What follows belongs to an exercise in optimizing a design on an open flow for small area, a short achievable clock period and few clock cycles per item; a production flow would make more cautious choices. The RTL was checked by simulation tests, not by an equivalence proof against the original design. Power and IR drop assume default switching activity.

## run 1
Design PolyMult, start of the top module:
module PolyMult(clk, rst, start, A3, A2, A1, A0, B3, B2, B1, B0, finish, C3, C2, C1, C0);
For scale: ~1400 cells after synthesis, about 33 flip-flops, about 100 I/O pins, roughly 13000 um2 of cells after synthesis.
clock: 6.0 ns
lec_check: 0
cap_margin: 20
core_margin: 2
core_utilization: 65
slew_margin: 20
synth_hierarchical: 1
synth_minimum_keep_size: 0
standard.sh (not shown) runs the stock make flow with config.mk's settings and CLKGATE_MAP_FILE= SYNTH_SCRIPT=/design/flow/synth_recipe.tcl, a recipe that flattens the netlist after the stock synthesis.
==> flow/flow/run.sh <==
#!/bin/bash
# The standard layout (the standard.sh) with these ORFS variables changed:
#   port buffers: sky130_fd_sc_hd__buf_4, then resized after global placement by their load
#   
# The whole make output goes to standard_flow.log; ORFS keeps each step's log under orfs/logs/.
set -euo pipefail
bash standard.sh BUFFER_PORTS_ARGS='-buffer_cell sky130_fd_sc_hd__buf_4' POST_GLOBAL_PLACE_TCL=$(pwd)/flow/post_gpl.tcl  finish > standard_flow.log 2>&1
==> flow/flow/post_gpl.tcl <==
# After global placement: the output ports drive only a 10 fF load and have
# ample slack, so their port buffers are made the smallest buffer.
foreach inst [get_cells output*] {
  if {[get_property $inst ref_name] eq "sky130_fd_sc_hd__buf_4"} {
    replace_cell $inst sky130_fd_sc_hd__buf_1
  }
}
# Input port buffers sized by the number of gates they drive.
foreach inst [get_cells input*] {
  if {[get_property $inst ref_name] ne "sky130_fd_sc_hd__buf_4"} continue
  set loads [get_pins -quiet -of_objects [get_nets -of_objects [get_pins $inst/X]] -filter "direction == input"]
  set fo [llength $loads]
  if {$fo >= 24} {
    replace_cell $inst sky130_fd_sc_hd__buf_6
  } elseif {$fo <= 8} {
    replace_cell $inst sky130_fd_sc_hd__buf_2
  }
}
Testbench counts of run 1, summed over its fixed seeds: cycles 804, items 800.
Changes in run 2 relative to run 1:
- an added SETUP_SLACK_MARGIN of 0.3
==> flow/flow/run.sh <==
#!/bin/bash
# The standard layout (the standard.sh) with these ORFS variables changed:
#   BUFFER_PORTS_ARGS='-buffer_cell sky130_fd_sc_hd__buf_4'
# The whole make output goes to standard_flow.log; ORFS keeps each step's log under orfs/logs/.
set -euo pipefail
bash standard.sh BUFFER_PORTS_ARGS='-buffer_cell sky130_fd_sc_hd__buf_4' finish > standard_flow.log 2>&1
removed: flow/flow/post_gpl.tcl
==> comparison <==
From run 1 to run 2 the numbers moved as follows: footprint of the flip-flops and latches comparable, sequential power +about 0.8%, synthesis-to-finish area growth moved up.
Global-route usage, run 2 and run 1, lower one = run 1.
Total power: run 2 above run 1
What run 3 does differently from run 2 at the input level:
- clearing SETUP_SLACK_MARGIN, which used to be 0.3
==> flow/flow/run.sh <==
#!/bin/bash
# The standard layout (the standard.sh) with these ORFS variables changed:
#   port buffers: sky130_fd_sc_hd__buf_4, then output ones resized after global placement
#   
# The whole make output goes to standard_flow.log; ORFS keeps each step's log under orfs/logs/.
set -euo pipefail
bash standard.sh BUFFER_PORTS_ARGS='-buffer_cell sky130_fd_sc_hd__buf_4' POST_GLOBAL_PLACE_TCL=$(pwd)/flow/post_gpl.tcl  finish > standard_flow.log 2>&1
==> flow/flow/post_gpl.tcl (new file) <==
# After global placement: the output ports drive only a 10 fF load and have
# ample slack, so their port buffers are made the smallest buffer.
foreach inst [get_cells output*] {
  if {[get_property $inst ref_name] eq "sky130_fd_sc_hd__buf_4"} {
    replace_cell $inst sky130_fd_sc_hd__buf_1
  }
}
### Flow results
- When run 3 is measured against run 2, its global-route met3 utilization turns out 1.6 points lower.
- Pin slew with the least headroom to its limit: run 2 vs run 3, no meaningful difference
- In the reports for run 3 and run 2, the larger overall power consumption belongs to run 2.
For run 4, these inputs were changed with respect to run 3:
==> flow/flow/run.sh <==
#!/bin/bash
# The standard layout (the standard.sh) with these ORFS variables changed:
#   BUFFER_PORTS_ARGS='-buffer_cell sky130_fd_sc_hd__buf_4'
# The whole make output goes to standard_flow.log; ORFS keeps each step's log under orfs/logs/.
set -euo pipefail
bash standard.sh BUFFER_PORTS_ARGS='-buffer_cell sky130_fd_sc_hd__buf_4' finish > standard_flow.log 2>&1
removed: flow/flow/post_gpl.tcl
==> run notes <==
Run 4 vs run 3, maximum frequency went down by about 1%.
Any difference in power of the clock network between run 3 and run 4 is small enough to ignore.
Routed wire length delta (run 4 − run 3): unfavourable
Min worst setup slack across run 3 and run 4: run 4

* * *

PolyMult, a different RTL version from the one above (not shown whole).
Size in the first run: about 33 flip-flops, roughly 100 I/O pins, about 0.013 mm^2 of cells after synthesis.
## PolyMult
module PolyMult(clk, rst, start, A3, A2, A1, A0, B3, B2, B1, B0, finish, C3, C2, C1, C0);
clock: 6.0 ns
lec_check: 0
cap_margin: 20
core_margin: 2
core_utilization: 65
slew_margin: 20
synth_hierarchical: 1
synth_minimum_keep_size: 0
==> flow/flow/run.sh <==
#!/bin/bash
# The standard layout (the standard.sh) with these ORFS variables changed:
#   port buffers: sky130_fd_sc_hd__buf_4, then resized after global placement by their load
#   
# The whole make output goes to standard_flow.log; ORFS keeps each step's log under orfs/logs/.
set -euo pipefail
bash standard.sh BUFFER_PORTS_ARGS='-buffer_cell sky130_fd_sc_hd__buf_4' POST_GLOBAL_PLACE_TCL=$(pwd)/flow/post_gpl.tcl  finish > standard_flow.log 2>&1
==> flow/flow/post_gpl.tcl <==
# After global placement: the output ports drive only a 10 fF load and have
# ample slack, so their port buffers are made the smallest buffer.
foreach inst [get_cells output*] {
  if {[get_property $inst ref_name] eq "sky130_fd_sc_hd__buf_4"} {
    replace_cell $inst sky130_fd_sc_hd__buf_1
  }
}
foreach inst [get_cells input*] {
  if {[get_property $inst ref_name] ne "sky130_fd_sc_hd__buf_4"} continue
  set port [get_full_name [get_nets -of_objects [get_pins [get_full_name $inst]/A]]]
  if {![regexp {^[AB][0-3]\[([0-7])\]$} $port -> bit]} continue
  if {$bit <= 1} {
    replace_cell $inst sky130_fd_sc_hd__buf_12
  } elseif {$bit <= 3} {
    replace_cell $inst sky130_fd_sc_hd__buf_8
  } elseif {$bit <= 5} {
    replace_cell $inst sky130_fd_sc_hd__buf_6
  }
}
The first run completed with no timing, DRC or antenna violations.
Testbench counts at the start, summed over its fixed seeds: cycles 804, items 800.
==> next run, changes <==
--- a/flow/flow/run.sh
+++ b/flow/flow/run.sh
@@ -3 +3 @@
-#   port buffers: sky130_fd_sc_hd__buf_4, then resized after global placement by their load
+#   port buffers: sky130_fd_sc_hd__buf_4, then output ones resized after global placement
==> flow/flow/post_gpl.tcl (replaced) <==
# After global placement: the output ports drive only a 10 fF load and have
# ample slack, so their port buffers are made the smallest buffer.
foreach inst [get_cells output*] {
  if {[get_property $inst ref_name] eq "sky130_fd_sc_hd__buf_4"} {
    replace_cell $inst sky130_fd_sc_hd__buf_1
  }
}
Settings changed: PLACE_DENSITY set to 0.75.
Outcome: The new run passed the timing, design-rule and antenna checks. Global-route usage shrinks by 1.5 points. Core utilization shrinks by 2.0 points. Routed wire length shrinks by 3.0%.

==> port drivers added, routing unchanged <==
The flow's constraints put no driver on any port. The routed layouts listed below were extracted and timed again, unchanged, in two steps.
Step 1 assumes that a clkbuf_16 drives the clock port and a buf_2 every other input.
Step 2 moves the port delays by t, midway between the first and last clock arrival at a register: inputs arrive t later, outputs are due t later. That takes back most of the time a late clock gives input paths.
a / b / c = no drivers / after step 1 / after step 2; a / b = the first two.
run	shift t [ns]	slack for setup (ns)	worst register clock-pin slew, ns	worst data-port slew with drivers (ns)	cell pins on the clock port's net
run 1	0.345	0.610 / 0.634 / 0.289	0.07 / 0.07	0.04	1
run 2	0.344	0.857 / 0.881 / 0.538	0.07 / 0.07	0.04	1
run 3	0.347	0.909 / 0.932 / 0.585	0.07 / 0.07	0.04	1
run 4	0.344	0.857 / 0.881 / 0.538	0.07 / 0.07	0.04	1
the first run of note 2	0.342	1.092 / 1.100 / 0.758	0.07 / 0.07	0.08	1
the second run of note 2	0.336	0.872 / 0.883 / 0.547	0.06 / 0.06	0.07	1
After both steps setup and hold are still met in every run listed. The setup slack of the first run of note 2, which loses most, moves by +0.008 ns with the drivers and by -0.334 ns with both steps.
